Source: an optimization exercise on an open RTL-to-GDS flow (aim: small area). Production flows keep margins and buffers that such runs may drop. At most, simulation tests tie the RTL to the original design; equivalence was not proved.

==> flow/design.v <==
module data_ingress (
    input  logic        clk,
    input  logic        rst,
    input  logic [15:0] adc_ch0,
    input  logic [15:0] adc_ch1,
    input  logic        adc_valid,
    output logic [31:0] m_tdata,
    output logic        m_tvalid,
    input  logic        m_tready
);
    always_ff @(posedge clk) begin
        if (!m_tvalid) m_tdata <= {adc_ch1, adc_ch0};
        if (rst)
            m_tvalid <= 1'b0;
        else if (!m_tvalid)
            m_tvalid <= adc_valid;
        else if (m_tready)
            m_tvalid <= 1'b0;
    end
endmodule
module axi_capture_controller (
    input  logic        clk,
    input  logic        rst,
    input  logic        s_tvalid,
    output logic        s_tready,
    input  logic        m_tready,
    output logic        m_tvalid,
    input  logic        trigger_in,
    input  logic [7:0]  capture_len_cfg,
    input  logic [31:0] timestamp_counter,
    output logic [31:0] latched_timestamp,
    output logic        capture_active
);
    logic trigger_sync, trigger_prev;
    logic rise_d1, trigger_valid;
    logic trigger_latched;
    logic [15:0] sample_count;
    logic [16:0] sample_count_inc;
    logic sample_fire, last_sample;
    always_ff @(posedge clk) begin
        if (rst) begin
            trigger_sync  <= 1'b0;
            trigger_prev  <= 1'b0;
            rise_d1       <= 1'b0;
            trigger_valid <= 1'b0;
        end else begin
            trigger_sync  <= trigger_in;
            trigger_prev  <= trigger_sync;
            rise_d1       <= trigger_sync & ~trigger_prev;
            trigger_valid <= rise_d1;
        end
    end
    assign s_tready    = capture_active & m_tready;
    assign m_tvalid    = capture_active & s_tvalid;
    assign sample_fire = s_tvalid & s_tready;
    assign sample_count_inc = {1'b0, sample_count} + 17'd1;
    assign last_sample = sample_fire && (sample_count_inc == {9'd0, capture_len_cfg});
    always_ff @(posedge clk) begin
        if (rst)
            capture_active <= 1'b0;
        else if (capture_active)
            capture_active <= !last_sample;
        else
            capture_active <= trigger_valid && !trigger_latched;
        if (rst || !capture_active)
            sample_count <= '0;
        else if (sample_fire)
            sample_count <= sample_count_inc[15:0];
        if (!capture_active && trigger_valid)
            latched_timestamp <= timestamp_counter;
        if (rst)
            trigger_latched <= 1'b0;
        else if (capture_active)
            trigger_latched <= 1'b1;
        else if (!trigger_sync)
            trigger_latched <= 1'b0;
    end
endmodule
module axi_fifo (
    input  logic        clk,
    input  logic        rst,
    input  logic [31:0] s_tdata,
    input  logic        s_tvalid,
    output logic        s_tready,
    output logic [31:0] m_tdata,
    output logic        m_tvalid,
    input  logic        m_tready
);
    logic [31:0] mem [0:15];
    logic [16:0] fill;
    wire full = fill[16];
    wire push = s_tvalid & ~full;
    wire pop  = m_tvalid & m_tready;
    assign s_tready = ~full;
    always_ff @(posedge clk) begin
        if (push) begin
            mem[0] <= s_tdata;
            for (int i = 1; i < 16; i++) mem[i] <= mem[i-1];
        end
    end
    always_comb begin
        m_tdata = '0;
        for (int i = 0; i < 16; i++)
            m_tdata = m_tdata | ({32{fill[i+1]}} & mem[i]);
    end
    always_ff @(posedge clk) begin
        if (rst) begin
            fill     <= 17'd1;
            m_tvalid <= 1'b0;
        end else begin
            if (push && !pop) fill <= {fill[15:0], 1'b0};
            else if (pop && !push) fill <= {1'b0, fill[16:1]};
            m_tvalid <= !fill[0] && !(fill[1] && pop && !push);
        end
    end
endmodule
module axi_packetizer (
    input  logic        clk,
    input  logic        rst,
    input  logic [31:0] s_tdata,
    input  logic        s_tvalid,
    output logic        s_tready,
    output logic [31:0] m_tdata,
    output logic        m_tvalid,
    input  logic        m_tready,
    output logic        m_tlast,
    input  logic [31:0] timestamp_latched,
    input  logic [7:0]  capture_len_cfg,
    input  logic [15:0] error_flags
);
    localparam logic [2:0] ST_IDLE        = 3'd0,
                           ST_HEADER      = 3'd1,
                           ST_TIMESTAMP   = 3'd2,
                           ST_CHNID       = 3'd3,
                           ST_SAMPLECOUNT = 3'd4,
                           ST_PAYLOAD     = 3'd5,
                           ST_INFO        = 3'd6,
                           ST_DONE        = 3'd7;
    localparam logic [31:0] HEADER = 32'h30415144;
    logic [2:0]  state;
    logic [1:0]  byte_idx;
    logic [1:0]  out_idx;
    logic        word_active, word_active_d;
    logic [7:0]  remaining;
    logic [15:0] error_flags_reg;
    logic [31:0] payload_reg;
    wire st_idle    = (state == ST_IDLE);
    wire st_header  = (state == ST_HEADER);
    wire st_ts      = (state == ST_TIMESTAMP);
    wire st_count   = (state == ST_SAMPLECOUNT);
    wire st_payload = (state == ST_PAYLOAD);
    wire st_info    = (state == ST_INFO);
    assign s_tready = st_idle | (st_payload & ~word_active);
    assign m_tvalid = ~st_idle & (~st_payload | word_active_d);
    assign m_tlast  = (state == ST_DONE);
    wire notify_out = m_tvalid & m_tready;
    wire load_word  = st_payload & ~word_active & s_tvalid;
    logic advance;
    always_comb begin
        case (state)
            ST_IDLE:      advance = s_tvalid;
            ST_HEADER,
            ST_TIMESTAMP: advance = notify_out & (byte_idx == 2'd3);
            ST_PAYLOAD:   advance = notify_out & (byte_idx == 2'd3) & (remaining == 8'd0);
            ST_INFO:      advance = notify_out & byte_idx[0];
            default:      advance = notify_out;
        endcase
    end
    wire idx_inc = notify_out & (st_header | st_ts | st_info | (st_payload & word_active));
    always_ff @(posedge clk) begin
        if (rst) state <= ST_IDLE;
        else if (advance) state <= state + 3'd1;
        if (st_idle) byte_idx <= 2'd0;
        else if (idx_inc) byte_idx <= byte_idx + 2'd1;
        word_active   <= st_payload & (word_active ? ~(notify_out & byte_idx == 2'd3) : s_tvalid);
        word_active_d <= word_active;
        out_idx       <= byte_idx;
        if (st_idle) begin
            remaining       <= capture_len_cfg;
            error_flags_reg <= error_flags;
        end else if (load_word) begin
            remaining <= remaining - 8'd1;
        end
        if (st_idle) payload_reg <= timestamp_latched;
        else if (st_payload && !word_active) payload_reg <= s_tdata;
    end
    logic [31:0] field;
    logic [1:0]  shift;
    always_comb begin
        field = '0;
        if (st_header)  field = HEADER;
        if (st_ts)      field = payload_reg;
        if (st_count)   field = {24'd0, remaining};
        if (st_payload) field = payload_reg;
        if (st_info)    field = {16'd0, error_flags_reg};
        shift = st_payload ? out_idx : byte_idx;
        m_tdata = field >> (8 * shift);
    end
endmodule
module usb_tx_if (
    input  logic        clk,
    input  logic        rst,
    input  logic [31:0] s_tdata,
    input  logic        s_tvalid,
    output logic        s_tready,
    output logic [31:0] usb_data,
    output logic        usb_wr_en,
    input  logic        usb_full
);
    assign s_tready = ~usb_full;
    always_ff @(posedge clk) begin
        usb_data <= s_tdata;
        if (rst) usb_wr_en <= 1'b0;
        else     usb_wr_en <= s_tvalid & ~usb_full;
    end
endmodule
module daq_top (
    input logic clk,
    input logic rst,
    input logic [15:0] adc_ch0,
    input logic [15:0] adc_ch1,
    input logic adc_valid,
    input logic trigger_in,
    input logic [31:0] timestamp_counter,
    input logic [7:0] capture_len_cfg,
    input logic [15:0] error_flags,
    input logic usb_full,
    output logic [7:0] tx_data,
    output logic tx_valid,
    input  logic tx_ready,
    output logic tx_last,
    output logic capture_active,
    output logic [31:0]usb_data,
    output logic usb_wr_en
);
    logic [31:0] ingress_tdata;
    logic ingress_tvalid, ingress_tready;
    logic capture_tvalid, capture_tready;
    logic [31:0] fifo_tdata;
    logic fifo_tvalid, fifo_tready;
    logic [31:0] packet_tdata;
    logic packet_tvalid, packet_tready, packet_tlast;
    logic [31:0] latched_timestamp;
    logic usb_ready;
    data_ingress u_ingress (
        .clk(clk),
        .rst(rst),
        .adc_ch0(adc_ch0),
        .adc_ch1(adc_ch1),
        .adc_valid(adc_valid),
        .m_tdata(ingress_tdata),
        .m_tvalid(ingress_tvalid),
        .m_tready(ingress_tready)
    );
    axi_capture_controller u_capture (
        .clk(clk),
        .rst(rst),
        .s_tvalid(ingress_tvalid),
        .s_tready(ingress_tready),
        .m_tready(capture_tready),
        .m_tvalid(capture_tvalid),
        .trigger_in(trigger_in),
        .capture_len_cfg(capture_len_cfg),
        .timestamp_counter(timestamp_counter),
        .latched_timestamp(latched_timestamp),
        .capture_active(capture_active)
    );
    axi_fifo u_fifo (
        .clk(clk),
        .rst(rst),
        .s_tdata(ingress_tdata),
        .s_tvalid(capture_tvalid),
        .s_tready(capture_tready),
        .m_tdata(fifo_tdata),
        .m_tvalid(fifo_tvalid),
        .m_tready(fifo_tready)
    );
    axi_packetizer u_packetizer (
        .clk(clk),
        .rst(rst),
        .s_tdata(fifo_tdata),
        .s_tvalid(fifo_tvalid),
        .s_tready(fifo_tready),
        .m_tdata(packet_tdata),
        .m_tvalid(packet_tvalid),
        .m_tready(packet_tready),
        .m_tlast(packet_tlast),
        .timestamp_latched(latched_timestamp),
        .capture_len_cfg(capture_len_cfg),
        .error_flags(error_flags)
    );
    usb_tx_if usb_tx_inst (
        .clk(clk),
        .rst(rst),
        .s_tdata(packet_tdata),
        .s_tvalid(packet_tvalid),
        .s_tready(usb_ready),
        .usb_data(usb_data),
        .usb_wr_en(usb_wr_en),
        .usb_full(usb_full)
    );
    assign tx_data  = packet_tdata[7:0];
    assign tx_valid = packet_tvalid;
    assign packet_tready = usb_ready & tx_ready;
    assign tx_last  = packet_tlast;
endmodule
clock: 5.0 ns
lec_check: 0
cap_margin: 20
core_margin: 2
core_utilization: 40
cts_buf_list: sky130_fd_sc_hd__clkbuf_8
cts_cluster_diameter: 60
cts_cluster_size: 16
slew_margin: 20
standard.sh (not shown) runs the stock make flow with config.mk's settings and CLKGATE_MAP_FILE= SYNTH_SCRIPT=/design/flow/synth_recipe.tcl, a recipe that flattens the netlist after the stock synthesis.
==> flow/flow/run.sh <==
#!/bin/bash
# Standard layout (the standard.sh: standard synthesis and ORFS flow) with two
# changes passed as make variables:
#  - port buffers are sky130_fd_sc_hd__buf_1 instead of the default choice;
#  - CTS without dummy loads, with clkbuf_8 and the clustering of config.mk.
# Each tool's full output goes to the ORFS logs under orfs/logs; make's own
# output goes to flow_make.log here.
set -euo pipefail
bash standard.sh \
  "BUFFER_PORTS_ARGS=-buffer_cell sky130_fd_sc_hd__buf_1" \
  "CTS_ARGS=-sink_clustering_enable -repair_clock_nets -dont_use_dummy_load -buf_list sky130_fd_sc_hd__clkbuf_8 -sink_clustering_size 16 -sink_clustering_max_diameter 60" \
  finish > flow_make.log 2>&1
Change:
--- a/flow/design.v
+++ b/flow/design.v
@@ -125,54 +125,42 @@
     input  logic        m_tready,
     output logic        m_tlast,
     input  logic [31:0] timestamp_latched,
     input  logic [7:0]  capture_len_cfg,
     input  logic [15:0] error_flags
 );
-    localparam logic [2:0] ST_IDLE        = 3'd0,
-                           ST_HEADER      = 3'd1,
-                           ST_TIMESTAMP   = 3'd2,
-                           ST_CHNID       = 3'd3,
-                           ST_SAMPLECOUNT = 3'd4,
-                           ST_PAYLOAD     = 3'd5,
-                           ST_INFO        = 3'd6,
-                           ST_DONE        = 3'd7;
     localparam logic [31:0] HEADER = 32'h30415144;
-    logic [2:0]  state;
+    logic [7:0]  state;    
     logic [1:0]  byte_idx;
     logic [1:0]  out_idx;
     logic        word_active, word_active_d;
     logic [7:0]  remaining;
     logic [15:0] error_flags_reg;
     logic [31:0] payload_reg;
-    wire st_idle    = (state == ST_IDLE);
-    wire st_header  = (state == ST_HEADER);
-    wire st_ts      = (state == ST_TIMESTAMP);
-    wire st_count   = (state == ST_SAMPLECOUNT);
-    wire st_payload = (state == ST_PAYLOAD);
-    wire st_info    = (state == ST_INFO);
+    wire st_idle    = state[0];
+    wire st_header  = state[1];
+    wire st_ts      = state[2];
+    wire st_chnid   = state[3];
+    wire st_count   = state[4];
+    wire st_payload = state[5];
+    wire st_info    = state[6];
+    wire st_done    = state[7];
     assign s_tready = st_idle | (st_payload & ~word_active);
     assign m_tvalid = ~st_idle & (~st_payload | word_active_d);
-    assign m_tlast  = (state == ST_DONE);
+    assign m_tlast  = st_done;
     wire notify_out = m_tvalid & m_tready;
     wire load_word  = st_payload & ~word_active & s_tvalid;
-    logic advance;
-    always_comb begin
-        case (state)
-            ST_IDLE:      advance = s_tvalid;
-            ST_HEADER,
-            ST_TIMESTAMP: advance = notify_out & (byte_idx == 2'd3);
-            ST_PAYLOAD:   advance = notify_out & (byte_idx == 2'd3) & (remaining == 8'd0);
-            ST_INFO:      advance = notify_out & byte_idx[0];
-            default:      advance = notify_out;
-        endcase
-    end
+    wire advance = (st_idle & s_tvalid)
+                 | (notify_out & (((st_header | st_ts) & byte_idx == 2'd3)
+                                  | (st_payload & byte_idx == 2'd3 & remaining == 8'd0)
+                                  | (st_info & byte_idx[0])
+                                  | st_chnid | st_count | st_done));
     wire idx_inc = notify_out & (st_header | st_ts | st_info | (st_payload & word_active));
     always_ff @(posedge clk) begin
-        if (rst) state <= ST_IDLE;
-        else if (advance) state <= state + 3'd1;
+        if (rst) state <= 8'd1;
+        else if (advance) state <= {state[6:0], state[7]};
         if (st_idle) byte_idx <= 2'd0;
         else if (idx_inc) byte_idx <= byte_idx + 2'd1;
         word_active   <= st_payload & (word_active ? ~(notify_out & byte_idx == 2'd3) : s_tvalid);
         word_active_d <= word_active;
         out_idx       <= byte_idx;
         if (st_idle) begin
The changed run passed the timing, design-rule and antenna checks.
First-iteration DRC count went up by 4.4%.
Routed wire length is higher by 1.8%.
Cell area is about the same.
Die area went up by 0.44%.
Clock-buffer cell count went down by 3.
Sequential share of layout area goes up by 0.15 points.
Critical path depth falls by 3.
Synthesized cell count drops by 1.3%.
Setup slack gets better by 0.18 ns.
Global-route usage came out higher by 0.21 points.
Function not checked in the second run of this note: the RTL went through the layout flow alone.

==> static timing again, ports no longer ideal <==
No port has a modelled driver above. Below, the same layouts with a new extraction and two added sets of constraints.
Step 1, drivers: a clkbuf_16 drives clk and a buf_2 each remaining input, both assumed.
Step 2 also shifts input and output timing later by t, the mid clock arrival at the registers, as if the neighbouring blocks saw the same clock.
Three values: no drivers, after step 1, after step 2; two values: the first two.
run	shift t [ns]	slack for setup (ns)	hold slack, ns	latest minus earliest clock arrival (ns)
the first run	0.713	0.621 / 0.565 / 1.278	0.376 / 0.376 / 0.376	0.091 / 0.091
the second run	0.721	0.805 / 0.747 / 1.468	0.377 / 0.377 / 0.377	0.071 / 0.071
After both steps setup and hold are still met in every run listed.
